What follows belongs to an exercise in optimizing a design on an open flow for small area, a short achievable clock period and few clock cycles per item; a production flow would make more cautious choices.
In this exercise RTL edits were held to simulation tests only and were not proved equivalent to the original.
Power is estimated from default activity; no workload was simulated.

===== flow/standard.sh =====
#!/bin/bash
# synth_recipe.tcl (not shown) runs the flow's synth.tcl, then flattens the netlist and writes it again
# the make line also repeats each setting of config.mk as NAME=value (left out here)
make -C /OpenROAD-flow-scripts/flow DESIGN_CONFIG=/design/flow/config.mk WORK_HOME=/design/flow/orfs CLKGATE_MAP_FILE= SYNTH_SCRIPT=/design/flow/synth_recipe.tcl "${@:-finish}"

===== flow/flow/run.sh =====
#!/bin/bash
set -euo pipefail
export BUFFER_PORTS_ARGS="-buffer_cell sky130_fd_sc_hd__buf_1"
bash standard.sh finish > orfs_make.log 2>&1

===== flow/config.mk =====
export PLATFORM = sky130hd
export DESIGN_NAME = wallace_multi
export DESIGN_NICKNAME = wallace_multi
export VERILOG_FILES = /design/flow/design.v
export SDC_FILE = /design/flow/constraint.sdc
export NUM_CORES = 4
export LEC_CHECK = 0
export CAP_MARGIN = 20
export CORE_MARGIN = 2
export CORE_UTILIZATION = 40
export CTS_BUF_LIST = sky130_fd_sc_hd__clkbuf_8
export CTS_CLUSTER_DIAMETER = 80
export CTS_CLUSTER_SIZE = 16
export SETUP_SLACK_MARGIN = 1.9
export SLEW_MARGIN = 20
export SYNTH_HIERARCHICAL = 1

===== flow/design.v =====
module wallace_multi (
    input clk,
    input rst,
    input [15:0] a,
    input [15:0] b,
    output reg [31:0] p,
    output reg done
);
    wire c225;
    wire c227;
    wire c229;
    wire c231;
    wire c233;
    wire c235;
    wire c237;
    wire c239;
    wire c243;
    wire c245;
    wire c247;
    wire c251;
    wire c253;
    wire c255;
    wire c257;
    wire c261;
    wire c263;
    wire c265;
    wire c270;
    wire c273;
    wire c275;
    wire c277;
    wire c279;
    wire c284;
    wire c286;
    wire c288;
    wire c290;
    wire c292;
    wire c297;
    wire c299;
    wire c301;
    wire c303;
    wire c305;
    wire c307;
    wire c312;
    wire c314;
    wire c316;
    wire c318;
    wire c320;
    wire c325;
    wire c329;
    wire c331;
    wire c333;
    wire c335;
    wire c337;
    wire c339;
    wire c344;
    wire c347;
    wire c349;
    wire c351;
    wire c353;
    wire c355;
    wire c357;
    wire c362;
    wire c365;
    wire c367;
    wire c369;
    wire c371;
    wire c373;
    wire c375;
    wire c380;
    wire c384;
    wire c386;
    wire c388;
    wire c390;
    wire c392;
    wire c394;
    wire c396;
    wire c401;
    wire c403;
    wire c405;
    wire c407;
    wire c409;
    wire c411;
    wire c413;
    wire c418;
    wire c421;
    wire c423;
    wire c425;
    wire c427;
    wire c429;
    wire c431;
    wire c436;
    wire c439;
    wire c441;
    wire c443;
    wire c445;
    wire c447;
    wire c452;
    wire c455;
    wire c457;
    wire c459;
    wire c461;
    wire c463;
    wire c468;
    wire c471;
    wire c473;
    wire c475;
    wire c477;
    wire c482;
    wire c485;
    wire c487;
    wire c489;
    wire c491;
    wire c496;
    wire c499;
    wire c501;
    wire c503;
    wire c505;
    wire c509;
    wire c511;
    wire c513;
    wire c515;
    wire c520;
    wire c522;
    wire c524;
    wire c529;
    wire c531;
    wire c533;
    wire c538;
    wire c540;
    wire c542;
    wire c544;
    wire c546;
    wire c548;
    wire c550;
    wire n1;
    wire n2;
    wire n3;
    wire n4;
    wire n5;
    wire n6;
    wire n7;
    wire n8;
    wire n9;
    wire n10;
    wire n11;
    wire n12;
    wire n13;
    wire n14;
    wire n15;
    wire n19;
    wire n22;
    wire n24;
    wire n26;
    wire n28;
    wire n30;
    wire n32;
    wire n34;
    wire n36;
    wire n38;
    wire n40;
    wire n42;
    wire n44;
    wire n46;
    wire n48;
    wire n50;
    wire n51;
    wire n52;
    wire n55;
    wire n57;
    wire n58;
    wire n59;
    wire n60;
    wire n61;
    wire n62;
    wire n63;
    wire n64;
    wire n65;
    wire n66;
    wire n67;
    wire n68;
    wire n69;
    wire n70;
    wire n71;
    wire n72;
    wire n73;
    wire n76;
    wire n78;
    wire n79;
    wire n80;
    wire n81;
    wire n82;
    wire n83;
    wire n84;
    wire n85;
    wire n86;
    wire n87;
    wire n88;
    wire n89;
    wire n90;
    wire n91;
    wire n92;
    wire n93;
    wire n94;
    wire n97;
    wire n99;
    wire n100;
    wire n101;
    wire n102;
    wire n103;
    wire n104;
    wire n105;
    wire n106;
    wire n107;
    wire n108;
    wire n109;
    wire n110;
    wire n111;
    wire n112;
    wire n113;
    wire n114;
    wire n115;
    wire n118;
    wire n120;
    wire n121;
    wire n122;
    wire n123;
    wire n124;
    wire n125;
    wire n126;
    wire n127;
    wire n128;
    wire n129;
    wire n130;
    wire n131;
    wire n132;
    wire n133;
    wire n134;
    wire n135;
    wire n136;
    wire n139;
    wire n141;
    wire n142;
    wire n143;
    wire n144;
    wire n145;
    wire n146;
    wire n147;
    wire n148;
    wire n149;
    wire n150;
    wire n151;
    wire n152;
    wire n153;
    wire n154;
    wire n155;
    wire n156;
    wire n157;
    wire n160;
    wire n162;
    wire n163;
    wire n164;
    wire n165;
    wire n166;
    wire n167;
    wire n168;
    wire n169;
    wire n170;
    wire n171;
    wire n172;
    wire n173;
    wire n174;
    wire n175;
    wire n176;
    wire n177;
    wire n178;
    wire n181;
    wire n183;
    wire n184;
    wire n185;
    wire n186;
    wire n187;
    wire n188;
    wire n189;
    wire n190;
    wire n191;
    wire n192;
    wire n193;
    wire n194;
    wire n195;
    wire n196;
    wire n197;
    wire n198;
    wire n199;
    wire n200;
    wire n201;
    wire n202;
    wire n203;
    wire n204;
    wire n205;
    wire n206;
    wire n207;
    wire n208;
    wire n209;
    wire n210;
    wire n211;
    wire n212;
    wire n213;
    wire n214;
    wire n215;
    wire n216;
    wire n217;
    wire n218;
    wire n219;
    wire n220;
    wire n221;
    wire n222;
    wire n223;
    wire n551;
    wire n552;
    wire n553;
    wire n554;
    wire n555;
    wire n556;
    wire n559;
    wire n560;
    wire n562;
    wire n563;
    wire n564;
    wire n565;
    wire n566;
    wire n567;
    wire n568;
    wire n569;
    wire n570;
    wire n571;
    wire n572;
    wire n573;
    wire n574;
    wire n575;
    wire n578;
    wire n579;
    wire n582;
    wire n583;
    wire n586;
    wire n587;
    wire n590;
    wire n591;
    wire n592;
    wire n593;
    wire n594;
    wire n595;
    wire n596;
    wire n597;
    wire n598;
    wire n599;
    wire n600;
    wire n601;
    wire n602;
    wire n603;
    wire n604;
    wire n605;
    wire n606;
    wire n607;
    wire n608;
    wire n609;
    wire n611;
    wire n612;
    wire n615;
    wire n616;
    wire n619;
    wire n620;
    wire n623;
    wire n624;
    wire n625;
    wire n626;
    wire n627;
    wire n628;
    wire n630;
    wire n631;
    wire n632;
    wire n633;
    wire n634;
    wire n635;
    wire n636;
    wire n637;
    wire n638;
    wire n640;
    wire n641;
    wire n642;
    wire n645;
    wire n646;
    wire n647;
    wire n648;
    wire n649;
    wire n650;
    wire n651;
    wire n652;
    wire n653;
    wire n654;
    wire n655;
    wire n656;
    wire n657;
    wire n658;
    wire n659;
    wire n660;
    wire n661;
    wire n662;
    wire n663;
    wire n664;
    wire n666;
    wire n668;
    wire n669;
    wire n670;
    wire n671;
    wire n672;
    wire n673;
    wire n674;
    wire n675;
    wire n676;
    wire n678;
    wire n680;
    wire n682;
    wire n684;
    wire n687;
    wire n688;
    wire n689;
    wire n690;
    wire n692;
    wire n694;
    wire n697;
    wire n698;
    wire n699;
    wire n700;
    wire n701;
    wire n702;
    wire n703;
    wire n704;
    wire n705;
    wire n706;
    wire n709;
    wire n710;
    wire n711;
    wire n712;
    wire n713;
    wire n714;
    wire n716;
    wire n718;
    wire n719;
    wire n720;
    wire n723;
    wire n724;
    wire n727;
    wire n728;
    wire n731;
    wire n732;
    wire n733;
    wire n734;
    wire n735;
    wire n736;
    wire n737;
    wire n738;
    wire n739;
    wire n740;
    wire n741;
    wire n742;
    wire n745;
    wire n746;
    wire n747;
    wire n748;
    wire n749;
    wire n750;
    wire n751;
    wire n752;
    wire n755;
    wire n756;
    wire n759;
    wire n760;
    wire n763;
    wire n764;
    wire n767;
    wire n768;
    wire n771;
    wire n772;
    wire n775;
    wire n776;
    wire n777;
    wire n778;
    wire n779;
    wire n780;
    wire n781;
    wire n782;
    wire n783;
    wire n784;
    wire n785;
    wire n786;
    wire n787;
    wire n788;
    wire n790;
    wire n791;
    wire n792;
    wire n793;
    wire n794;
    wire n795;
    wire n796;
    wire n797;
    wire n799;
    wire n800;
    wire n802;
    wire n803;
    wire n805;
    wire n806;
    wire n808;
    wire n809;
    wire n811;
    wire n812;
    wire n814;
    reg r16;
    reg r17;
    reg r18;
    reg r20;
    reg r21;
    reg r23;
    reg r25;
    reg r27;
    reg r29;
    reg r31;
    reg r33;
    reg r35;
    reg r37;
    reg r39;
    reg r41;
    reg r43;
    reg r45;
    reg r47;
    reg r49;
    reg r53;
    reg r54;
    reg r56;
    reg r74;
    reg r75;
    reg r77;
    reg r95;
    reg r96;
    reg r98;
    reg r116;
    reg r117;
    reg r119;
    reg r137;
    reg r138;
    reg r140;
    reg r158;
    reg r159;
    reg r161;
    reg r179;
    reg r180;
    reg r182;
    reg r240;
    reg r241;
    reg r248;
    reg r249;
    reg r258;
    reg r259;
    reg r266;
    reg r267;
    reg r268;
    reg r271;
    reg r280;
    reg r281;
    reg r282;
    reg r293;
    reg r294;
    reg r295;
    reg r308;
    reg r309;
    reg r310;
    reg r321;
    reg r322;
    reg r323;
    reg r326;
    reg r327;
    reg r340;
    reg r341;
    reg r342;
    reg r345;
    reg r358;
    reg r359;
    reg r360;
    reg r363;
    reg r376;
    reg r377;
    reg r378;
    reg r381;
    reg r382;
    reg r397;
    reg r398;
    reg r399;
    reg r414;
    reg r415;
    reg r416;
    reg r419;
    reg r432;
    reg r433;
    reg r434;
    reg r437;
    reg r448;
    reg r449;
    reg r450;
    reg r453;
    reg r464;
    reg r465;
    reg r466;
    reg r469;
    reg r478;
    reg r479;
    reg r480;
    reg r483;
    reg r492;
    reg r493;
    reg r494;
    reg r497;
    reg r506;
    reg r507;
    reg r516;
    reg r517;
    reg r518;
    reg r525;
    reg r526;
    reg r527;
    reg r534;
    reg r535;
    reg r536;
    reg r557;
    reg r558;
    reg r561;
    reg r576;
    reg r577;
    reg r580;
    reg r581;
    reg r584;
    reg r585;
    reg r588;
    reg r589;
    reg r610;
    reg r613;
    reg r614;
    reg r617;
    reg r618;
    reg r621;
    reg r622;
    reg r629;
    reg r639;
    reg r643;
    reg r644;
    reg r665;
    reg r667;
    reg r677;
    reg r679;
    reg r681;
    reg r683;
    reg r685;
    reg r686;
    reg r691;
    reg r693;
    reg r695;
    reg r696;
    reg r707;
    reg r708;
    reg r715;
    reg r717;
    reg r721;
    reg r722;
    reg r725;
    reg r726;
    reg r729;
    reg r730;
    reg r743;
    reg r744;
    reg r753;
    reg r754;
    reg r757;
    reg r758;
    reg r761;
    reg r762;
    reg r765;
    reg r766;
    reg r769;
    reg r770;
    reg r773;
    reg r774;
    reg r789;
    reg r798;
    reg r801;
    reg r804;
    reg r807;
    reg r810;
    reg r813;
    reg r815;
    reg r816;
    reg r817;
    reg r818;
    reg r819;
    reg r820;
    reg r821;
    reg r822;
    reg r823;
    reg r824;
    reg r825;
    reg r826;
    reg r827;
    reg r828;
    reg r829;
    reg r830;
    wire s224;
    wire s226;
    wire s228;
    wire s230;
    wire s232;
    wire s234;
    wire s236;
    wire s238;
    wire s242;
    wire s244;
    wire s246;
    wire s250;
    wire s252;
    wire s254;
    wire s256;
    wire s260;
    wire s262;
    wire s264;
    wire s269;
    wire s272;
    wire s274;
    wire s276;
    wire s278;
    wire s283;
    wire s285;
    wire s287;
    wire s289;
    wire s291;
    wire s296;
    wire s298;
    wire s300;
    wire s302;
    wire s304;
    wire s306;
    wire s311;
    wire s313;
    wire s315;
    wire s317;
    wire s319;
    wire s324;
    wire s328;
    wire s330;
    wire s332;
    wire s334;
    wire s336;
    wire s338;
    wire s343;
    wire s346;
    wire s348;
    wire s350;
    wire s352;
    wire s354;
    wire s356;
    wire s361;
    wire s364;
    wire s366;
    wire s368;
    wire s370;
    wire s372;
    wire s374;
    wire s379;
    wire s383;
    wire s385;
    wire s387;
    wire s389;
    wire s391;
    wire s393;
    wire s395;
    wire s400;
    wire s402;
    wire s404;
    wire s406;
    wire s408;
    wire s410;
    wire s412;
    wire s417;
    wire s420;
    wire s422;
    wire s424;
    wire s426;
    wire s428;
    wire s430;
    wire s435;
    wire s438;
    wire s440;
    wire s442;
    wire s444;
    wire s446;
    wire s451;
    wire s454;
    wire s456;
    wire s458;
    wire s460;
    wire s462;
    wire s467;
    wire s470;
    wire s472;
    wire s474;
    wire s476;
    wire s481;
    wire s484;
    wire s486;
    wire s488;
    wire s490;
    wire s495;
    wire s498;
    wire s500;
    wire s502;
    wire s504;
    wire s508;
    wire s510;
    wire s512;
    wire s514;
    wire s519;
    wire s521;
    wire s523;
    wire s528;
    wire s530;
    wire s532;
    wire s537;
    wire s539;
    wire s541;
    wire s543;
    wire s545;
    wire s547;
    wire s549;
    assign n1 = b[1] & ~b[0];
    assign n2 = b[2] ^ b[1];
    assign n3 = (b[3] & ~b[2] & ~b[1]) | (~b[3] & b[2] & b[1]);
    assign n4 = b[4] ^ b[3];
    assign n5 = (b[5] & ~b[4] & ~b[3]) | (~b[5] & b[4] & b[3]);
    assign n6 = b[6] ^ b[5];
    assign n7 = (b[7] & ~b[6] & ~b[5]) | (~b[7] & b[6] & b[5]);
    assign n8 = b[8] ^ b[7];
    assign n9 = (b[9] & ~b[8] & ~b[7]) | (~b[9] & b[8] & b[7]);
    assign n10 = b[10] ^ b[9];
    assign n11 = (b[11] & ~b[10] & ~b[9]) | (~b[11] & b[10] & b[9]);
    assign n12 = b[12] ^ b[11];
    assign n13 = (b[13] & ~b[12] & ~b[11]) | (~b[13] & b[12] & b[11]);
    assign n14 = b[14] ^ b[13];
    assign n15 = (b[15] & ~b[14] & ~b[13]) | (~b[15] & b[14] & b[13]);
    always @(posedge clk) begin
        r16 <= b[0];
        r17 <= a[0];
        r18 <= b[1];
        r20 <= a[1];
        r21 <= n1;
        r23 <= a[2];
        r25 <= a[3];
        r27 <= a[4];
        r29 <= a[5];
        r31 <= a[6];
        r33 <= a[7];
        r35 <= a[8];
        r37 <= a[9];
        r39 <= a[10];
        r41 <= a[11];
        r43 <= a[12];
        r45 <= a[13];
        r47 <= a[14];
        r49 <= a[15];
        r53 <= n2;
        r54 <= b[3];
        r56 <= n3;
        r74 <= n4;
        r75 <= b[5];
        r77 <= n5;
        r95 <= n6;
        r96 <= b[7];
        r98 <= n7;
        r116 <= n8;
        r117 <= b[9];
        r119 <= n9;
        r137 <= n10;
        r138 <= b[11];
        r140 <= n11;
        r158 <= n12;
        r159 <= b[13];
        r161 <= n13;
        r179 <= n14;
        r180 <= b[15];
        r182 <= n15;
    end
    assign n19 = (r16 & r17) ^ r18;
    mbs un22 (.one(r16), .a1(r20), .two(r21), .a0(r17), .neg(r18), .x(n22));
    mbs un24 (.one(r16), .a1(r23), .two(r21), .a0(r20), .neg(r18), .x(n24));
    mbs un26 (.one(r16), .a1(r25), .two(r21), .a0(r23), .neg(r18), .x(n26));
    mbs un28 (.one(r16), .a1(r27), .two(r21), .a0(r25), .neg(r18), .x(n28));
    mbs un30 (.one(r16), .a1(r29), .two(r21), .a0(r27), .neg(r18), .x(n30));
    mbs un32 (.one(r16), .a1(r31), .two(r21), .a0(r29), .neg(r18), .x(n32));
    mbs un34 (.one(r16), .a1(r33), .two(r21), .a0(r31), .neg(r18), .x(n34));
    mbs un36 (.one(r16), .a1(r35), .two(r21), .a0(r33), .neg(r18), .x(n36));
    mbs un38 (.one(r16), .a1(r37), .two(r21), .a0(r35), .neg(r18), .x(n38));
    mbs un40 (.one(r16), .a1(r39), .two(r21), .a0(r37), .neg(r18), .x(n40));
    mbs un42 (.one(r16), .a1(r41), .two(r21), .a0(r39), .neg(r18), .x(n42));
    mbs un44 (.one(r16), .a1(r43), .two(r21), .a0(r41), .neg(r18), .x(n44));
    mbs un46 (.one(r16), .a1(r45), .two(r21), .a0(r43), .neg(r18), .x(n46));
    mbs un48 (.one(r16), .a1(r47), .two(r21), .a0(r45), .neg(r18), .x(n48));
    mbs un50 (.one(r16), .a1(r49), .two(r21), .a0(r47), .neg(r18), .x(n50));
    assign n51 = (r21 & r49) ^ r18;
    assign n52 = ~r18;
    assign n55 = (r53 & r17) ^ r54;
    mbs un57 (.one(r53), .a1(r20), .two(r56), .a0(r17), .neg(r54), .x(n57));
    mbs un58 (.one(r53), .a1(r23), .two(r56), .a0(r20), .neg(r54), .x(n58));
    mbs un59 (.one(r53), .a1(r25), .two(r56), .a0(r23), .neg(r54), .x(n59));
    mbs un60 (.one(r53), .a1(r27), .two(r56), .a0(r25), .neg(r54), .x(n60));
    mbs un61 (.one(r53), .a1(r29), .two(r56), .a0(r27), .neg(r54), .x(n61));
    mbs un62 (.one(r53), .a1(r31), .two(r56), .a0(r29), .neg(r54), .x(n62));
    mbs un63 (.one(r53), .a1(r33), .two(r56), .a0(r31), .neg(r54), .x(n63));
    mbs un64 (.one(r53), .a1(r35), .two(r56), .a0(r33), .neg(r54), .x(n64));
    mbs un65 (.one(r53), .a1(r37), .two(r56), .a0(r35), .neg(r54), .x(n65));
    mbs un66 (.one(r53), .a1(r39), .two(r56), .a0(r37), .neg(r54), .x(n66));
    mbs un67 (.one(r53), .a1(r41), .two(r56), .a0(r39), .neg(r54), .x(n67));
    mbs un68 (.one(r53), .a1(r43), .two(r56), .a0(r41), .neg(r54), .x(n68));
    mbs un69 (.one(r53), .a1(r45), .two(r56), .a0(r43), .neg(r54), .x(n69));
    mbs un70 (.one(r53), .a1(r47), .two(r56), .a0(r45), .neg(r54), .x(n70));
    mbs un71 (.one(r53), .a1(r49), .two(r56), .a0(r47), .neg(r54), .x(n71));
    assign n72 = (r56 & r49) ^ r54;
    assign n73 = ~r54;
    assign n76 = (r74 & r17) ^ r75;
    mbs un78 (.one(r74), .a1(r20), .two(r77), .a0(r17), .neg(r75), .x(n78));
    mbs un79 (.one(r74), .a1(r23), .two(r77), .a0(r20), .neg(r75), .x(n79));
    mbs un80 (.one(r74), .a1(r25), .two(r77), .a0(r23), .neg(r75), .x(n80));
    mbs un81 (.one(r74), .a1(r27), .two(r77), .a0(r25), .neg(r75), .x(n81));
    mbs un82 (.one(r74), .a1(r29), .two(r77), .a0(r27), .neg(r75), .x(n82));
    mbs un83 (.one(r74), .a1(r31), .two(r77), .a0(r29), .neg(r75), .x(n83));
    mbs un84 (.one(r74), .a1(r33), .two(r77), .a0(r31), .neg(r75), .x(n84));
    mbs un85 (.one(r74), .a1(r35), .two(r77), .a0(r33), .neg(r75), .x(n85));
    mbs un86 (.one(r74), .a1(r37), .two(r77), .a0(r35), .neg(r75), .x(n86));
    mbs un87 (.one(r74), .a1(r39), .two(r77), .a0(r37), .neg(r75), .x(n87));
    mbs un88 (.one(r74), .a1(r41), .two(r77), .a0(r39), .neg(r75), .x(n88));
    mbs un89 (.one(r74), .a1(r43), .two(r77), .a0(r41), .neg(r75), .x(n89));
    mbs un90 (.one(r74), .a1(r45), .two(r77), .a0(r43), .neg(r75), .x(n90));
    mbs un91 (.one(r74), .a1(r47), .two(r77), .a0(r45), .neg(r75), .x(n91));
    mbs un92 (.one(r74), .a1(r49), .two(r77), .a0(r47), .neg(r75), .x(n92));
    assign n93 = (r77 & r49) ^ r75;
    assign n94 = ~r75;
    assign n97 = (r95 & r17) ^ r96;
    mbs un99 (.one(r95), .a1(r20), .two(r98), .a0(r17), .neg(r96), .x(n99));
    mbs un100 (.one(r95), .a1(r23), .two(r98), .a0(r20), .neg(r96), .x(n100));
    mbs un101 (.one(r95), .a1(r25), .two(r98), .a0(r23), .neg(r96), .x(n101));
    mbs un102 (.one(r95), .a1(r27), .two(r98), .a0(r25), .neg(r96), .x(n102));
    mbs un103 (.one(r95), .a1(r29), .two(r98), .a0(r27), .neg(r96), .x(n103));
    mbs un104 (.one(r95), .a1(r31), .two(r98), .a0(r29), .neg(r96), .x(n104));
    mbs un105 (.one(r95), .a1(r33), .two(r98), .a0(r31), .neg(r96), .x(n105));
    mbs un106 (.one(r95), .a1(r35), .two(r98), .a0(r33), .neg(r96), .x(n106));
    mbs un107 (.one(r95), .a1(r37), .two(r98), .a0(r35), .neg(r96), .x(n107));
    mbs un108 (.one(r95), .a1(r39), .two(r98), .a0(r37), .neg(r96), .x(n108));
    mbs un109 (.one(r95), .a1(r41), .two(r98), .a0(r39), .neg(r96), .x(n109));
    mbs un110 (.one(r95), .a1(r43), .two(r98), .a0(r41), .neg(r96), .x(n110));
    mbs un111 (.one(r95), .a1(r45), .two(r98), .a0(r43), .neg(r96), .x(n111));
    mbs un112 (.one(r95), .a1(r47), .two(r98), .a0(r45), .neg(r96), .x(n112));
    mbs un113 (.one(r95), .a1(r49), .two(r98), .a0(r47), .neg(r96), .x(n113));
    assign n114 = (r98 & r49) ^ r96;
    assign n115 = ~r96;
    assign n118 = (r116 & r17) ^ r117;
    mbs un120 (.one(r116), .a1(r20), .two(r119), .a0(r17), .neg(r117), .x(n120));
    mbs un121 (.one(r116), .a1(r23), .two(r119), .a0(r20), .neg(r117), .x(n121));
    mbs un122 (.one(r116), .a1(r25), .two(r119), .a0(r23), .neg(r117), .x(n122));
    mbs un123 (.one(r116), .a1(r27), .two(r119), .a0(r25), .neg(r117), .x(n123));
    mbs un124 (.one(r116), .a1(r29), .two(r119), .a0(r27), .neg(r117), .x(n124));
    mbs un125 (.one(r116), .a1(r31), .two(r119), .a0(r29), .neg(r117), .x(n125));
    mbs un126 (.one(r116), .a1(r33), .two(r119), .a0(r31), .neg(r117), .x(n126));
    mbs un127 (.one(r116), .a1(r35), .two(r119), .a0(r33), .neg(r117), .x(n127));
    mbs un128 (.one(r116), .a1(r37), .two(r119), .a0(r35), .neg(r117), .x(n128));
    mbs un129 (.one(r116), .a1(r39), .two(r119), .a0(r37), .neg(r117), .x(n129));
    mbs un130 (.one(r116), .a1(r41), .two(r119), .a0(r39), .neg(r117), .x(n130));
    mbs un131 (.one(r116), .a1(r43), .two(r119), .a0(r41), .neg(r117), .x(n131));
    mbs un132 (.one(r116), .a1(r45), .two(r119), .a0(r43), .neg(r117), .x(n132));
    mbs un133 (.one(r116), .a1(r47), .two(r119), .a0(r45), .neg(r117), .x(n133));
    mbs un134 (.one(r116), .a1(r49), .two(r119), .a0(r47), .neg(r117), .x(n134));
    assign n135 = (r119 & r49) ^ r117;
    assign n136 = ~r117;
    assign n139 = (r137 & r17) ^ r138;
    mbs un141 (.one(r137), .a1(r20), .two(r140), .a0(r17), .neg(r138), .x(n141));
    mbs un142 (.one(r137), .a1(r23), .two(r140), .a0(r20), .neg(r138), .x(n142));
    mbs un143 (.one(r137), .a1(r25), .two(r140), .a0(r23), .neg(r138), .x(n143));
    mbs un144 (.one(r137), .a1(r27), .two(r140), .a0(r25), .neg(r138), .x(n144));
    mbs un145 (.one(r137), .a1(r29), .two(r140), .a0(r27), .neg(r138), .x(n145));
    mbs un146 (.one(r137), .a1(r31), .two(r140), .a0(r29), .neg(r138), .x(n146));
    mbs un147 (.one(r137), .a1(r33), .two(r140), .a0(r31), .neg(r138), .x(n147));
    mbs un148 (.one(r137), .a1(r35), .two(r140), .a0(r33), .neg(r138), .x(n148));
    mbs un149 (.one(r137), .a1(r37), .two(r140), .a0(r35), .neg(r138), .x(n149));
    mbs un150 (.one(r137), .a1(r39), .two(r140), .a0(r37), .neg(r138), .x(n150));
    mbs un151 (.one(r137), .a1(r41), .two(r140), .a0(r39), .neg(r138), .x(n151));
    mbs un152 (.one(r137), .a1(r43), .two(r140), .a0(r41), .neg(r138), .x(n152));
    mbs un153 (.one(r137), .a1(r45), .two(r140), .a0(r43), .neg(r138), .x(n153));
    mbs un154 (.one(r137), .a1(r47), .two(r140), .a0(r45), .neg(r138), .x(n154));
    mbs un155 (.one(r137), .a1(r49), .two(r140), .a0(r47), .neg(r138), .x(n155));
    assign n156 = (r140 & r49) ^ r138;
    assign n157 = ~r138;
    assign n160 = (r158 & r17) ^ r159;
    mbs un162 (.one(r158), .a1(r20), .two(r161), .a0(r17), .neg(r159), .x(n162));
    mbs un163 (.one(r158), .a1(r23), .two(r161), .a0(r20), .neg(r159), .x(n163));
    mbs un164 (.one(r158), .a1(r25), .two(r161), .a0(r23), .neg(r159), .x(n164));
    mbs un165 (.one(r158), .a1(r27), .two(r161), .a0(r25), .neg(r159), .x(n165));
    mbs un166 (.one(r158), .a1(r29), .two(r161), .a0(r27), .neg(r159), .x(n166));
    mbs un167 (.one(r158), .a1(r31), .two(r161), .a0(r29), .neg(r159), .x(n167));
    mbs un168 (.one(r158), .a1(r33), .two(r161), .a0(r31), .neg(r159), .x(n168));
    mbs un169 (.one(r158), .a1(r35), .two(r161), .a0(r33), .neg(r159), .x(n169));
    mbs un170 (.one(r158), .a1(r37), .two(r161), .a0(r35), .neg(r159), .x(n170));
    mbs un171 (.one(r158), .a1(r39), .two(r161), .a0(r37), .neg(r159), .x(n171));
    mbs un172 (.one(r158), .a1(r41), .two(r161), .a0(r39), .neg(r159), .x(n172));
    mbs un173 (.one(r158), .a1(r43), .two(r161), .a0(r41), .neg(r159), .x(n173));
    mbs un174 (.one(r158), .a1(r45), .two(r161), .a0(r43), .neg(r159), .x(n174));
    mbs un175 (.one(r158), .a1(r47), .two(r161), .a0(r45), .neg(r159), .x(n175));
    mbs un176 (.one(r158), .a1(r49), .two(r161), .a0(r47), .neg(r159), .x(n176));
    assign n177 = (r161 & r49) ^ r159;
    assign n178 = ~r159;
    assign n181 = (r179 & r17) ^ r180;
    mbs un183 (.one(r179), .a1(r20), .two(r182), .a0(r17), .neg(r180), .x(n183));
    mbs un184 (.one(r179), .a1(r23), .two(r182), .a0(r20), .neg(r180), .x(n184));
    mbs un185 (.one(r179), .a1(r25), .two(r182), .a0(r23), .neg(r180), .x(n185));
    mbs un186 (.one(r179), .a1(r27), .two(r182), .a0(r25), .neg(r180), .x(n186));
    mbs un187 (.one(r179), .a1(r29), .two(r182), .a0(r27), .neg(r180), .x(n187));
    mbs un188 (.one(r179), .a1(r31), .two(r182), .a0(r29), .neg(r180), .x(n188));
    mbs un189 (.one(r179), .a1(r33), .two(r182), .a0(r31), .neg(r180), .x(n189));
    mbs un190 (.one(r179), .a1(r35), .two(r182), .a0(r33), .neg(r180), .x(n190));
    mbs un191 (.one(r179), .a1(r37), .two(r182), .a0(r35), .neg(r180), .x(n191));
    mbs un192 (.one(r179), .a1(r39), .two(r182), .a0(r37), .neg(r180), .x(n192));
    mbs un193 (.one(r179), .a1(r41), .two(r182), .a0(r39), .neg(r180), .x(n193));
    mbs un194 (.one(r179), .a1(r43), .two(r182), .a0(r41), .neg(r180), .x(n194));
    mbs un195 (.one(r179), .a1(r45), .two(r182), .a0(r43), .neg(r180), .x(n195));
    mbs un196 (.one(r179), .a1(r47), .two(r182), .a0(r45), .neg(r180), .x(n196));
    mbs un197 (.one(r179), .a1(r49), .two(r182), .a0(r47), .neg(r180), .x(n197));
    assign n198 = (r182 & r49) ^ r180;
    assign n199 = ~r180;
    assign n200 = r180 & r17;
    assign n201 = r180 & r20;
    assign n202 = r180 & r23;
    assign n203 = r180 & r25;
    assign n204 = r180 & r27;
    assign n205 = r180 & r29;
    assign n206 = r180 & r31;
    assign n207 = r180 & r33;
    assign n208 = r180 & r35;
    assign n209 = r180 & r37;
    assign n210 = r180 & r39;
    assign n211 = r180 & r41;
    assign n212 = r180 & r43;
    assign n213 = r180 & r45;
    assign n214 = r180 & r47;
    assign n215 = r180 & r49;
    assign n216 = ~n201;
    assign n217 = ~n201;
    assign n218 = ~n204;
    assign n219 = ~n206;
    assign n220 = ~n208;
    assign n221 = ~n210;
    assign n222 = ~n212;
    assign n223 = ~n214;
    mha us224 (.a(r54), .b(n24), .s(s224), .co(c225));
    mha us226 (.a(n26), .b(n57), .s(s226), .co(c227));
    mfa us228 (.a(r75), .b(n28), .c(n58), .s(s228), .co(c229));
    mha us230 (.a(n76), .b(c227), .s(s230), .co(c231));
    mfa us232 (.a(n30), .b(n59), .c(n78), .s(s232), .co(c233));
    mfa us234 (.a(c229), .b(s232), .c(c231), .s(s234), .co(c235));
    mfa us236 (.a(r96), .b(n32), .c(n60), .s(s236), .co(c237));
    mfa us238 (.a(n79), .b(n97), .c(c233), .s(s238), .co(c239));
    mfa us244 (.a(n34), .b(n61), .c(n80), .s(s244), .co(c245));
    mfa us246 (.a(n99), .b(c237), .c(s244), .s(s246), .co(c247));
    mfa us252 (.a(r117), .b(n36), .c(n62), .s(s252), .co(c253));
    mfa us254 (.a(n81), .b(n100), .c(n118), .s(s254), .co(c255));
    mfa us256 (.a(c245), .b(s252), .c(s254), .s(s256), .co(c257));
    mfa us262 (.a(n38), .b(n63), .c(n82), .s(s262), .co(c263));
    mfa us264 (.a(n101), .b(n120), .c(c253), .s(s264), .co(c265));
    mfa us274 (.a(r138), .b(n40), .c(n64), .s(s274), .co(c275));
    mfa us276 (.a(n83), .b(n102), .c(n121), .s(s276), .co(c277));
    mfa us278 (.a(n139), .b(c263), .c(s274), .s(s278), .co(c279));
    mfa us287 (.a(n42), .b(n65), .c(n84), .s(s287), .co(c288));
    mfa us289 (.a(n103), .b(n122), .c(n141), .s(s289), .co(c290));
    mfa us291 (.a(c275), .b(c277), .c(s287), .s(s291), .co(c292));
    mfa us300 (.a(r159), .b(n44), .c(n66), .s(s300), .co(c301));
    mfa us302 (.a(n85), .b(n104), .c(n123), .s(s302), .co(c303));
    mfa us304 (.a(n142), .b(n160), .c(c288), .s(s304), .co(c305));
    mfa us306 (.a(c290), .b(s300), .c(s302), .s(s306), .co(c307));
    mfa us315 (.a(n46), .b(n67), .c(n86), .s(s315), .co(c316));
    mfa us317 (.a(n105), .b(n124), .c(n143), .s(s317), .co(c318));
    mfa us319 (.a(n162), .b(c301), .c(c303), .s(s319), .co(c320));
    mfa us332 (.a(r180), .b(n48), .c(n68), .s(s332), .co(c333));
    mfa us334 (.a(n87), .b(n106), .c(n125), .s(s334), .co(c335));
    mfa us336 (.a(n144), .b(n163), .c(n181), .s(s336), .co(c337));
    mfa us338 (.a(c316), .b(c318), .c(s332), .s(s338), .co(c339));
    mfa us350 (.a(n50), .b(n69), .c(n88), .s(s350), .co(c351));
    mfa us352 (.a(n107), .b(n126), .c(n145), .s(s352), .co(c353));
    mfa us354 (.a(n164), .b(n183), .c(c333), .s(s354), .co(c355));
    mfa us356 (.a(c335), .b(c337), .c(s350), .s(s356), .co(c357));
    mfa us368 (.a(n200), .b(n51), .c(n70), .s(s368), .co(c369));
    mfa us370 (.a(n89), .b(n108), .c(n127), .s(s370), .co(c371));
    mfa us372 (.a(n146), .b(n165), .c(n184), .s(s372), .co(c373));
    mfa us374 (.a(c351), .b(c353), .c(s368), .s(s374), .co(c375));
    mfa us387 (.a(n52), .b(n216), .c(n71), .s(s387), .co(c388));
    mfa us389 (.a(n90), .b(n109), .c(n128), .s(s389), .co(c390));
    mfa us391 (.a(n147), .b(n166), .c(n185), .s(s391), .co(c392));
    mfa us393 (.a(c369), .b(c371), .c(c373), .s(s393), .co(c394));
    mfa us395 (.a(s387), .b(s389), .c(s391), .s(s395), .co(c396));
    mfa us404 (.a(n202), .b(n217), .c(n72), .s(s404), .co(c405));
    mfa us406 (.a(n91), .b(n110), .c(n129), .s(s406), .co(c407));
    mfa us408 (.a(n148), .b(n167), .c(n186), .s(s408), .co(c409));
    mfa us410 (.a(c388), .b(c390), .c(c392), .s(s410), .co(c411));
    mfa us412 (.a(s404), .b(s406), .c(s408), .s(s412), .co(c413));
    mfa us422 (.a(n73), .b(n203), .c(n201), .s(s422), .co(c423));
    mfa us424 (.a(n92), .b(n111), .c(n130), .s(s424), .co(c425));
    mfa us426 (.a(n149), .b(n168), .c(n187), .s(s426), .co(c427));
    mfa us428 (.a(s422), .b(c405), .c(c407), .s(s428), .co(c429));
    mfa us430 (.a(c409), .b(s424), .c(s426), .s(s430), .co(c431));
    mfa us440 (.a(n218), .b(n93), .c(n112), .s(s440), .co(c441));
    mfa us442 (.a(n131), .b(n150), .c(n169), .s(s442), .co(c443));
    mfa us444 (.a(n188), .b(c423), .c(c425), .s(s444), .co(c445));
    mfa us446 (.a(c427), .b(s440), .c(s442), .s(s446), .co(c447));
    mfa us456 (.a(n94), .b(n205), .c(n204), .s(s456), .co(c457));
    mfa us458 (.a(n113), .b(n132), .c(n151), .s(s458), .co(c459));
    mfa us460 (.a(n170), .b(n189), .c(s456), .s(s460), .co(c461));
    mfa us462 (.a(c441), .b(c443), .c(s458), .s(s462), .co(c463));
    mfa us472 (.a(n219), .b(n114), .c(n133), .s(s472), .co(c473));
    mfa us474 (.a(n152), .b(n171), .c(n190), .s(s474), .co(c475));
    mfa us476 (.a(c457), .b(c459), .c(s472), .s(s476), .co(c477));
    mfa us486 (.a(n115), .b(n207), .c(n206), .s(s486), .co(c487));
    mfa us488 (.a(n134), .b(n153), .c(n172), .s(s488), .co(c489));
    mfa us490 (.a(n191), .b(s486), .c(c473), .s(s490), .co(c491));
    mfa us500 (.a(n220), .b(n135), .c(n154), .s(s500), .co(c501));
    mfa us502 (.a(n173), .b(n192), .c(c487), .s(s502), .co(c503));
    mfa us504 (.a(c489), .b(s500), .c(s502), .s(s504), .co(c505));
    mfa us510 (.a(n136), .b(n209), .c(n208), .s(s510), .co(c511));
    mfa us512 (.a(n155), .b(n174), .c(n193), .s(s512), .co(c513));
    mfa us514 (.a(s510), .b(c501), .c(s512), .s(s514), .co(c515));
    mfa us521 (.a(n221), .b(n156), .c(n175), .s(s521), .co(c522));
    mfa us523 (.a(n194), .b(c511), .c(c513), .s(s523), .co(c524));
    mfa us530 (.a(n157), .b(n211), .c(n210), .s(s530), .co(c531));
    mfa us532 (.a(n176), .b(n195), .c(s530), .s(s532), .co(c533));
    mfa us539 (.a(n222), .b(n177), .c(n196), .s(s539), .co(c540));
    mfa us541 (.a(c531), .b(s539), .c(c533), .s(s541), .co(c542));
    mfa us543 (.a(n178), .b(n213), .c(n212), .s(s543), .co(c544));
    mfa us545 (.a(n197), .b(s543), .c(c540), .s(s545), .co(c546));
    mfa us547 (.a(n223), .b(n198), .c(c544), .s(s547), .co(c548));
    mfa us549 (.a(n199), .b(n215), .c(n214), .s(s549), .co(c550));
    assign n551 = n19 & r18;
    assign n552 = n19 ^ r18;
    assign n553 = n55 & s224;
    assign n554 = n55 ^ s224;
    assign n555 = c225 & s226;
    assign n556 = c225 ^ s226;
    assign n625 = n22 & n551;
    assign n626 = n22 & n552;
    assign n627 = n555 | (n556 & n553);
    assign n628 = n556 & n554;
    assign n659 = n627 | (n628 & n625);
    assign n660 = n628 & n626;
    assign n733 = n553 | (n554 & n625);
    assign n734 = n554 & n626;
    assign n777 = n22 ^ n551;
    assign n778 = n554 ^ n625;
    assign n779 = n556 ^ n733;
    always @(posedge clk) begin
        r240 <= s236;
        r241 <= s238;
        r248 <= c239;
        r249 <= s246;
        r258 <= c247;
        r259 <= s256;
        r266 <= c255;
        r267 <= s262;
        r268 <= c257;
        r271 <= s264;
        r280 <= s276;
        r281 <= c265;
        r282 <= s278;
        r293 <= s289;
        r294 <= c279;
        r295 <= s291;
        r308 <= c292;
        r309 <= s304;
        r310 <= s306;
        r321 <= s315;
        r322 <= s317;
        r323 <= c305;
        r326 <= c307;
        r327 <= s319;
        r340 <= s334;
        r341 <= s336;
        r342 <= c320;
        r345 <= s338;
        r358 <= s352;
        r359 <= c339;
        r360 <= s354;
        r363 <= s356;
        r376 <= s370;
        r377 <= s372;
        r378 <= c355;
        r381 <= c357;
        r382 <= s374;
        r397 <= c375;
        r398 <= s393;
        r399 <= s395;
        r414 <= c394;
        r415 <= c396;
        r416 <= s410;
        r419 <= s412;
        r432 <= c411;
        r433 <= c413;
        r434 <= s428;
        r437 <= s430;
        r448 <= c429;
        r449 <= c431;
        r450 <= s444;
        r453 <= s446;
        r464 <= s460;
        r465 <= c445;
        r466 <= c447;
        r469 <= s462;
        r478 <= s474;
        r479 <= c461;
        r480 <= c463;
        r483 <= s476;
        r492 <= c475;
        r493 <= s488;
        r494 <= c477;
        r497 <= s490;
        r506 <= c491;
        r507 <= s504;
        r516 <= c503;
        r517 <= s514;
        r518 <= c505;
        r525 <= s521;
        r526 <= c515;
        r527 <= s523;
        r534 <= c522;
        r535 <= s532;
        r536 <= c524;
        r557 <= s228;
        r558 <= s230;
        r561 <= c235;
        r610 <= s541;
        r613 <= c542;
        r614 <= s545;
        r617 <= c546;
        r618 <= s547;
        r621 <= c548;
        r622 <= s549;
        r629 <= s234;
        r677 <= n659;
        r679 <= n660;
        r815 <= n552;
        r817 <= n777;
        r819 <= n778;
        r821 <= n779;
    end
    mha us242 (.a(r240), .b(r241), .s(s242), .co(c243));
    mha us250 (.a(r248), .b(r249), .s(s250), .co(c251));
    mha us260 (.a(r258), .b(r259), .s(s260), .co(c261));
    mfa us269 (.a(r266), .b(r267), .c(r268), .s(s269), .co(c270));
    mha us272 (.a(r271), .b(c261), .s(s272), .co(c273));
    mfa us283 (.a(r280), .b(r281), .c(r282), .s(s283), .co(c284));
    mfa us285 (.a(c270), .b(s283), .c(c273), .s(s285), .co(c286));
    mfa us296 (.a(r293), .b(r294), .c(r295), .s(s296), .co(c297));
    mha us298 (.a(c284), .b(s296), .s(s298), .co(c299));
    mfa us311 (.a(r308), .b(r309), .c(r310), .s(s311), .co(c312));
    mha us313 (.a(c297), .b(s311), .s(s313), .co(c314));
    mfa us324 (.a(r321), .b(r322), .c(r323), .s(s324), .co(c325));
    mfa us328 (.a(r326), .b(r327), .c(c312), .s(s328), .co(c329));
    mha us330 (.a(s324), .b(c314), .s(s330), .co(c331));
    mfa us343 (.a(r340), .b(r341), .c(r342), .s(s343), .co(c344));
    mfa us346 (.a(r345), .b(c325), .c(s343), .s(s346), .co(c347));
    mfa us348 (.a(c329), .b(s346), .c(c331), .s(s348), .co(c349));
    mfa us361 (.a(r358), .b(r359), .c(r360), .s(s361), .co(c362));
    mfa us364 (.a(r363), .b(c344), .c(s361), .s(s364), .co(c365));
    mha us366 (.a(c347), .b(s364), .s(s366), .co(c367));
    mfa us379 (.a(r376), .b(r377), .c(r378), .s(s379), .co(c380));
    mfa us383 (.a(r381), .b(r382), .c(c362), .s(s383), .co(c384));
    mfa us385 (.a(s379), .b(c365), .c(s383), .s(s385), .co(c386));
    mfa us400 (.a(r397), .b(r398), .c(r399), .s(s400), .co(c401));
    mfa us402 (.a(c380), .b(s400), .c(c384), .s(s402), .co(c403));
    mfa us417 (.a(r414), .b(r415), .c(r416), .s(s417), .co(c418));
    mfa us420 (.a(r419), .b(c401), .c(s417), .s(s420), .co(c421));
    mfa us435 (.a(r432), .b(r433), .c(r434), .s(s435), .co(c436));
    mfa us438 (.a(r437), .b(c418), .c(s435), .s(s438), .co(c439));
    mfa us451 (.a(r448), .b(r449), .c(r450), .s(s451), .co(c452));
    mfa us454 (.a(r453), .b(c436), .c(s451), .s(s454), .co(c455));
    mfa us467 (.a(r464), .b(r465), .c(r466), .s(s467), .co(c468));
    mfa us470 (.a(r469), .b(c452), .c(s467), .s(s470), .co(c471));
    mfa us481 (.a(r478), .b(r479), .c(r480), .s(s481), .co(c482));
    mfa us484 (.a(r483), .b(c468), .c(s481), .s(s484), .co(c485));
    mfa us495 (.a(r492), .b(r493), .c(r494), .s(s495), .co(c496));
    mfa us498 (.a(r497), .b(c482), .c(s495), .s(s498), .co(c499));
    mfa us508 (.a(r506), .b(r507), .c(c496), .s(s508), .co(c509));
    mfa us519 (.a(r516), .b(r517), .c(r518), .s(s519), .co(c520));
    mfa us528 (.a(r525), .b(r526), .c(r527), .s(s528), .co(c529));
    mfa us537 (.a(r534), .b(r535), .c(r536), .s(s537), .co(c538));
    assign n559 = r557 & r558;
    assign n560 = r557 ^ r558;
    assign n562 = r561 & s242;
    assign n563 = r561 ^ s242;
    assign n564 = c243 & s250;
    assign n565 = c243 ^ s250;
    assign n566 = c251 & s260;
    assign n567 = c251 ^ s260;
    assign n568 = s269 & s272;
    assign n569 = s269 ^ s272;
    assign n570 = c286 & s298;
    assign n571 = c286 ^ s298;
    assign n572 = c299 & s313;
    assign n573 = c299 ^ s313;
    assign n574 = s328 & s330;
    assign n575 = s328 ^ s330;
    assign n592 = c421 & s438;
    assign n593 = c421 ^ s438;
    assign n594 = c439 & s454;
    assign n595 = c439 ^ s454;
    assign n596 = c455 & s470;
    assign n597 = c455 ^ s470;
    assign n598 = c471 & s484;
    assign n599 = c471 ^ s484;
    assign n600 = c485 & s498;
    assign n601 = c485 ^ s498;
    assign n602 = c499 & s508;
    assign n603 = c499 ^ s508;
    assign n604 = c509 & s519;
    assign n605 = c509 ^ s519;
    assign n606 = c520 & s528;
    assign n607 = c520 ^ s528;
    assign n608 = c529 & s537;
    assign n609 = c529 ^ s537;
    assign n611 = c538 & r610;
    assign n612 = c538 ^ r610;
    assign n615 = r613 & r614;
    assign n616 = r613 ^ r614;
    assign n619 = r617 & r618;
    assign n620 = r617 ^ r618;
    assign n623 = r621 & r622;
    assign n624 = r621 ^ r622;
    assign n630 = r629 & n559;
    assign n631 = r629 & n560;
    assign n632 = n564 | (n565 & n562);
    assign n633 = n565 & n563;
    assign n634 = n568 | (n569 & n566);
    assign n635 = n569 & n567;
    assign n636 = n571 & s285;
    assign n637 = n574 | (n575 & n572);
    assign n638 = n575 & n573;
    assign n647 = n596 | (n597 & n594);
    assign n648 = n597 & n595;
    assign n649 = n600 | (n601 & n598);
    assign n650 = n601 & n599;
    assign n651 = n604 | (n605 & n602);
    assign n652 = n605 & n603;
    assign n653 = n608 | (n609 & n606);
    assign n654 = n609 & n607;
    assign n655 = n615 | (n616 & n611);
    assign n656 = n616 & n612;
    assign n657 = n623 | (n624 & n619);
    assign n658 = n624 & n620;
    assign n661 = n632 | (n633 & n630);
    assign n662 = n633 & n631;
    assign n663 = n570 | (n636 & n634);
    assign n664 = n636 & n635;
    assign n671 = n649 | (n650 & n647);
    assign n672 = n650 & n648;
    assign n673 = n653 | (n654 & n651);
    assign n674 = n654 & n652;
    assign n675 = n657 | (n658 & n655);
    assign n676 = n658 & n656;
    assign n678 = n661 | (n662 & r677);
    assign n680 = n662 & r679;
    assign n689 = n675 | (n676 & n673);
    assign n690 = n676 & n674;
    assign n703 = n663 | (n664 & n678);
    assign n704 = n664 & n680;
    assign n711 = n630 | (n631 & r677);
    assign n712 = n631 & r679;
    assign n713 = n634 | (n635 & n678);
    assign n714 = n635 & n680;
    assign n735 = n559 | (n560 & r677);
    assign n736 = n560 & r679;
    assign n737 = n562 | (n563 & n711);
    assign n738 = n563 & n712;
    assign n739 = n566 | (n567 & n678);
    assign n740 = n567 & n680;
    assign n741 = s285 & n713;
    assign n742 = s285 & n714;
    assign n780 = n560 ^ r677;
    assign n781 = r629 ^ n735;
    assign n782 = n563 ^ n711;
    assign n783 = n565 ^ n737;
    assign n784 = n567 ^ n678;
    assign n785 = n569 ^ n739;
    assign n786 = s285 ^ n713;
    assign n787 = n571 ^ n741;
    always @(posedge clk) begin
        r576 <= c349;
        r577 <= s366;
        r580 <= c367;
        r581 <= s385;
        r584 <= c386;
        r585 <= s402;
        r588 <= c403;
        r589 <= s420;
        r639 <= s348;
        r643 <= n592;
        r644 <= n593;
        r665 <= n637;
        r667 <= n638;
        r681 <= n663;
        r683 <= n664;
        r685 <= n671;
        r686 <= n672;
        r691 <= n678;
        r693 <= n680;
        r695 <= n689;
        r696 <= n690;
        r707 <= n673;
        r708 <= n674;
        r715 <= n703;
        r717 <= n704;
        r721 <= n647;
        r722 <= n648;
        r725 <= n651;
        r726 <= n652;
        r729 <= n655;
        r730 <= n656;
        r743 <= n572;
        r744 <= n573;
        r753 <= n594;
        r754 <= n595;
        r757 <= n598;
        r758 <= n599;
        r761 <= n602;
        r762 <= n603;
        r765 <= n606;
        r766 <= n607;
        r769 <= n611;
        r770 <= n612;
        r773 <= n619;
        r774 <= n620;
        r789 <= n575;
        r798 <= n597;
        r801 <= n601;
        r804 <= n605;
        r807 <= n609;
        r810 <= n616;
        r813 <= n624;
        r816 <= r815;
        r818 <= r817;
        r820 <= r819;
        r822 <= r821;
        r823 <= n780;
        r824 <= n781;
        r825 <= n782;
        r826 <= n783;
        r827 <= n784;
        r828 <= n785;
        r829 <= n786;
        r830 <= n787;
    end
    assign n578 = r576 & r577;
    assign n579 = r576 ^ r577;
    assign n582 = r580 & r581;
    assign n583 = r580 ^ r581;
    assign n586 = r584 & r585;
    assign n587 = r584 ^ r585;
    assign n590 = r588 & r589;
    assign n591 = r588 ^ r589;
    assign n640 = n579 & r639;
    assign n641 = n586 | (n587 & n582);
    assign n642 = n587 & n583;
    assign n645 = r643 | (r644 & n590);
    assign n646 = r644 & n591;
    assign n666 = n578 | (n640 & r665);
    assign n668 = n640 & r667;
    assign n669 = n645 | (n646 & n641);
    assign n670 = n646 & n642;
    assign n682 = n666 | (n668 & r681);
    assign n684 = n668 & r683;
    assign n687 = r685 | (r686 & n669);
    assign n688 = r686 & n670;
    assign n692 = n682 | (n684 & r691);
    assign n694 = n684 & r693;
    assign n697 = r695 | (r696 & n687);
    assign n698 = r696 & n688;
    assign n699 = n697 | (n698 & n692);
    assign n700 = n698 & n694;
    assign n701 = n687 | (n688 & n692);
    assign n702 = n688 & n694;
    assign n705 = n669 | (n670 & n692);
    assign n706 = n670 & n694;
    assign n709 = r707 | (r708 & n701);
    assign n710 = r708 & n702;
    assign n716 = r665 | (r667 & r715);
    assign n718 = r667 & r717;
    assign n719 = n641 | (n642 & n692);
    assign n720 = n642 & n694;
    assign n723 = r721 | (r722 & n705);
    assign n724 = r722 & n706;
    assign n727 = r725 | (r726 & n701);
    assign n728 = r726 & n702;
    assign n731 = r729 | (r730 & n709);
    assign n732 = r730 & n710;
    assign n745 = r743 | (r744 & r715);
    assign n746 = r744 & r717;
    assign n747 = r639 & n716;
    assign n748 = r639 & n718;
    assign n749 = n582 | (n583 & n692);
    assign n750 = n583 & n694;
    assign n751 = n590 | (n591 & n719);
    assign n752 = n591 & n720;
    assign n755 = r753 | (r754 & n705);
    assign n756 = r754 & n706;
    assign n759 = r757 | (r758 & n723);
    assign n760 = r758 & n724;
    assign n763 = r761 | (r762 & n701);
    assign n764 = r762 & n702;
    assign n767 = r765 | (r766 & n727);
    assign n768 = r766 & n728;
    assign n771 = r769 | (r770 & n709);
    assign n772 = r770 & n710;
    assign n775 = r773 | (r774 & n731);
    assign n776 = r774 & n732;
    assign n788 = r744 ^ r715;
    assign n790 = r789 ^ n745;
    assign n791 = r639 ^ n716;
    assign n792 = n579 ^ n747;
    assign n793 = n583 ^ n692;
    assign n794 = n587 ^ n749;
    assign n795 = n591 ^ n719;
    assign n796 = r644 ^ n751;
    assign n797 = r754 ^ n705;
    assign n799 = r798 ^ n755;
    assign n800 = r758 ^ n723;
    assign n802 = r801 ^ n759;
    assign n803 = r762 ^ n701;
    assign n805 = r804 ^ n763;
    assign n806 = r766 ^ n727;
    assign n808 = r807 ^ n767;
    assign n809 = r770 ^ n709;
    assign n811 = r810 ^ n771;
    assign n812 = r774 ^ n731;
    assign n814 = r813 ^ n775;
    always @(posedge clk) p <= {n814, n812, n811, n809, n808, n806, n805, n803, n802, n800, n799, n797, n796, n795, n794, n793, n792, n791, n790, n788, r830, r829, r828, r827, r826, r825, r824, r823, r822, r820, r818, r816};
    reg [2:0] v;
    always @(posedge clk or negedge rst) begin
        if (!rst) begin
            v <= 3'b0;
            done <= 1'b0;
        end else begin
            v <= {v[1:0], 1'b1};
            done <= v[2];
        end
    end
endmodule
module mfa (input a, input b, input c, output s, output co);
    assign s = a ^ b ^ c;
    assign co = (a & b) | (a & c) | (b & c);
endmodule
module mha (input a, input b, output s, output co);
    assign s = a ^ b;
    assign co = a & b;
endmodule
module mbs (input one, input a1, input two, input a0, input neg, output x);
    wire m;
    ma22o u0 (.a(one), .b(a1), .c(two), .d(a0), .y(m));
    mxor u1 (.a(m), .b(neg), .y(x));
endmodule
module ma22o (input a, input b, input c, input d, output y);
    assign y = (a & b) | (c & d);
endmodule
module mxor (input a, input b, output y);
    assign y = a ^ b;
endmodule

===== flow/constraint.sdc =====
create_clock -name core_clock -period 4.0 [get_ports {clk}]
set_input_delay 0.8000 -clock core_clock [delete_from_list [all_inputs] [get_ports {clk}]]
set_output_delay 0.8000 -clock core_clock [all_outputs]
set_load 0.01 [all_outputs]

==> results.toml <==
[logic_synthesis]
yosysTopAreaCell = "dfxtp_1"
synth_most_common_cell = "dfxtp_1"
yosys-top-cells-area = "dfxtp_1 41%, fa_1 22%, xor2_1 11%"
ys_seq_area_frac = 0.422
synth_cell_types = 30
synth_area_per_cell_sq_um = 13.2
synth_nets = 1020
synth_common_cells = "223 x dfxtp_1, 134 x xor2_1, 121 x fa_1"
synth_flop_cell = "dfxtp_1"
synth_top_area_frac = 0.413
syn_area_sq_um = 10800
synth-edff-count = 0
synth-async-reset-ratio = 0.0176
yosysWarnings = 7
ys_ff_latch = 227
synth_cells = 817

[final_layout]
largest_register_ffs = 32
nets = 1126
insertedDiodeCount = 0
fin_area_sq_um = 12300
layout.cells.non_filler = 1267
reg_top3 = "p x32, v x3"
drive_above_1_share = 0.125
area_growth_pct = 13.4
finalCoreUtilization = 0.459
regMostFlops = "p"

[routing]
drt_iter0_drc = 470
vias_per_cell = 5.10
ant_nets = 0
wl_per_cell_um = 18.2
num_vias = 6459
drt_wl_total_um = 23100
drc = 0
firstDrtPassIters = 5

[clocking]
clock-root-buffer = "clkbuf_8"
path_clk_slew_ns = 0.10
h-tree-depth = 1
clock_path_buffers = 3
cts.sinks = 227
clk_latency_ns = 0.54
cts_tree = "built"
numCtsBuffers = 18

[sta]
drv_slew = 0
rsz0062_at_grt = "true"
period_needed_ns = 2.18
setup_tns_ns = 0
period_share = 0.544
final_hold_viol_count = 0
skew_ns = 0.0243
fmax_mhz = 460
finalSetupViolations = 0

[place]
hpwlAfterDp_um = 15700
dpl_cell_area_sq_um = 11500
dp_cells = 1221
gp_congestion = 0.834
io_buffer_count = 66

[critical_path]
ff2ff_path_depth = 6
cp-start-kind = "register"
crit_path_max_incr_delay_ns = 0.55
required_ns = 4.44
r2r-start = "r464"
crit_arrival_ns = 2.62
worstPathCellList = "fa_1 -> fa_1 -> ha_4 -> a21o_1 -> a21o_1 -> a21o_1"
path_common_cell = "a21o_1"
critPathBufInv = 0
criticalPathCategory = "reg -> reg"
cpLargestDelayFamily = "adder cells"
worst-r2r-setup-slack_ns = 1.82
worst-path-stages = 6
end_kind = "register"
startpoint = "r464"
crit_slowest_cell = "fa_1"
critical_path_peak_fanout = 3

[floorplanning]
die_w_um = 168
core_area_sq_um = 26700
die_h_um = 168
ios = 67
start_util = 0.405
dieArea_sq_um = 28400
rows = 60

[global_routing]
grt_pass1_vias = 6712
grt_pass1_wl_um = 37500
antenna_found_initial = 0
gr-usage-all-layers = 0.166
grt_max_degree = 20
grt.overflow.total = 0

[power_and_ir_drop]
leakage_nw = 5.22
power_mw = 8.93
p_per_area_nw_per_um2 = 728
ir_drop_mv = 0.376

[worst_hold_path]
hold_class = "in -> async"

[status]
status = "finished clean"

[flow_run]
max-cap-violations = 0
-- power breakdown --
| group | internal, mW | switching, mW |
|---|---|---|
| logic | 2.03 | 1.97 |
| registers | 3.25 | 0.526 |
| clock network | 0.437 | 0.727 |
-- per-layer routing --
| metal | track usage | routed length [um] |
|---|---|---|
| met5 | 0 | 0 |
| met4 | 0.0397 | 428 |
| met3 | 0.0313 | 1770 |
| met2 | 0.261 | 10400 |
| met1 | 0.239 | 10500 |
-- placed cells by master (no fill, tap or decap), types with 11 or more instances in the layout --
master	n
buf_1	66
dfxtp_1	177
inv_1	24
clkbuf_8	19
a22o_1	120
ha_1	39
dfxtp_4	35
dfxtp_2	11
nand2_1	23
fa_1	119
xnor2_1	24
a21o_1	20
and2_1	13
xor2_1	134
buf_4	21
-- per-module statistics from Yosys, one instance, submodules excluded, a selection --
module / times used / cells inside / area [sq um] / flops+latches
wallace_multi: 1 / 451 / 6280 / 227
mfa: 115 / 1 / 20.0 / 0
mha: 11 / 1 / 12.5 / 0
ma22o: 120 / 1 / 8.76 / 0
mxor: 120 / 1 / 8.76 / 0
-- layout make-up --
class                   count  area [sq um]
clock inverters             4          23.8
fillers                  2444         14500
well taps                 341           427
repair buffers             90           458
inverters                  22          82.6
clock buffers              19           262
flip-flops and latches    227          4710
multi-input cells         564          6310
-- through the flow --
stage                     hold WS (ns)  worst slack, ns
after floorplan                  0.310             1.73
after global placement           0.311             1.56
after detailed placement         0.312             1.56
after CTS                       0.0385             1.82
after global routing            0.0536             1.77
final                           0.0621             1.82
-- worst paths after layout --
check,end
hold reg to reg,p[11]
setup reg to reg,r685
setup / recovery,r685
min in group core_clock,p[11]
hold / removal,v[2]
max in group asynchronous,v[0]
-- kinds of logic (layout without fill, tap and decap cells) --
kind of cell,Yosys count,count (layout),share of synthesized area
fa+ha+maj,169,169,0.279
compound gates,162,162,0.126
flops,227,227,0.422
other cells,1,1,0.000347
xor+xnor,159,159,0.129
simple gates,73,73,0.0351
buf+inv,26,135,0.00902
-- repair_timing --
action / in CTS / in global routing
pin swaps: 9 / 13
gates cloned: 0 / 0
setup endpoints to repair: 75 / 37
hold buffers: 0 / 0
resized for setup: 51 / 46
setup buffers: 9 / 14
Testbench counts, summed over its fixed seeds: cycles 16,024, items 16,000.

==> separate check: timing with driven ports <==
In the flow no input, the clock included, has a driving cell. The finished layout below was timed again as built, in two steps. Step 1 assumes that a clkbuf_16 drives the clock port and a buf_2 every other input. Step 2, shift: input delay + t, output delay - t, t = (earliest + latest rising clock arrival at the registers) / 2. This alone moves slack from input paths to output paths. Three values: no drivers, after step 1, after step 2; two values: the first two.
t, ns: 0.573
setup slack, ns: 1.825 / 1.825 / 1.825
hold slack, ns: 0.062 / 0.042 / 0.333
latest minus earliest clock arrival (ns): 0.024 / 0.025
worst data-port slew with drivers (ns): 0.05
After both steps setup and hold are still met in this run. For this run, drivers alone change the setup slack by 0.000 ns; drivers and shift together by 0.000 ns.
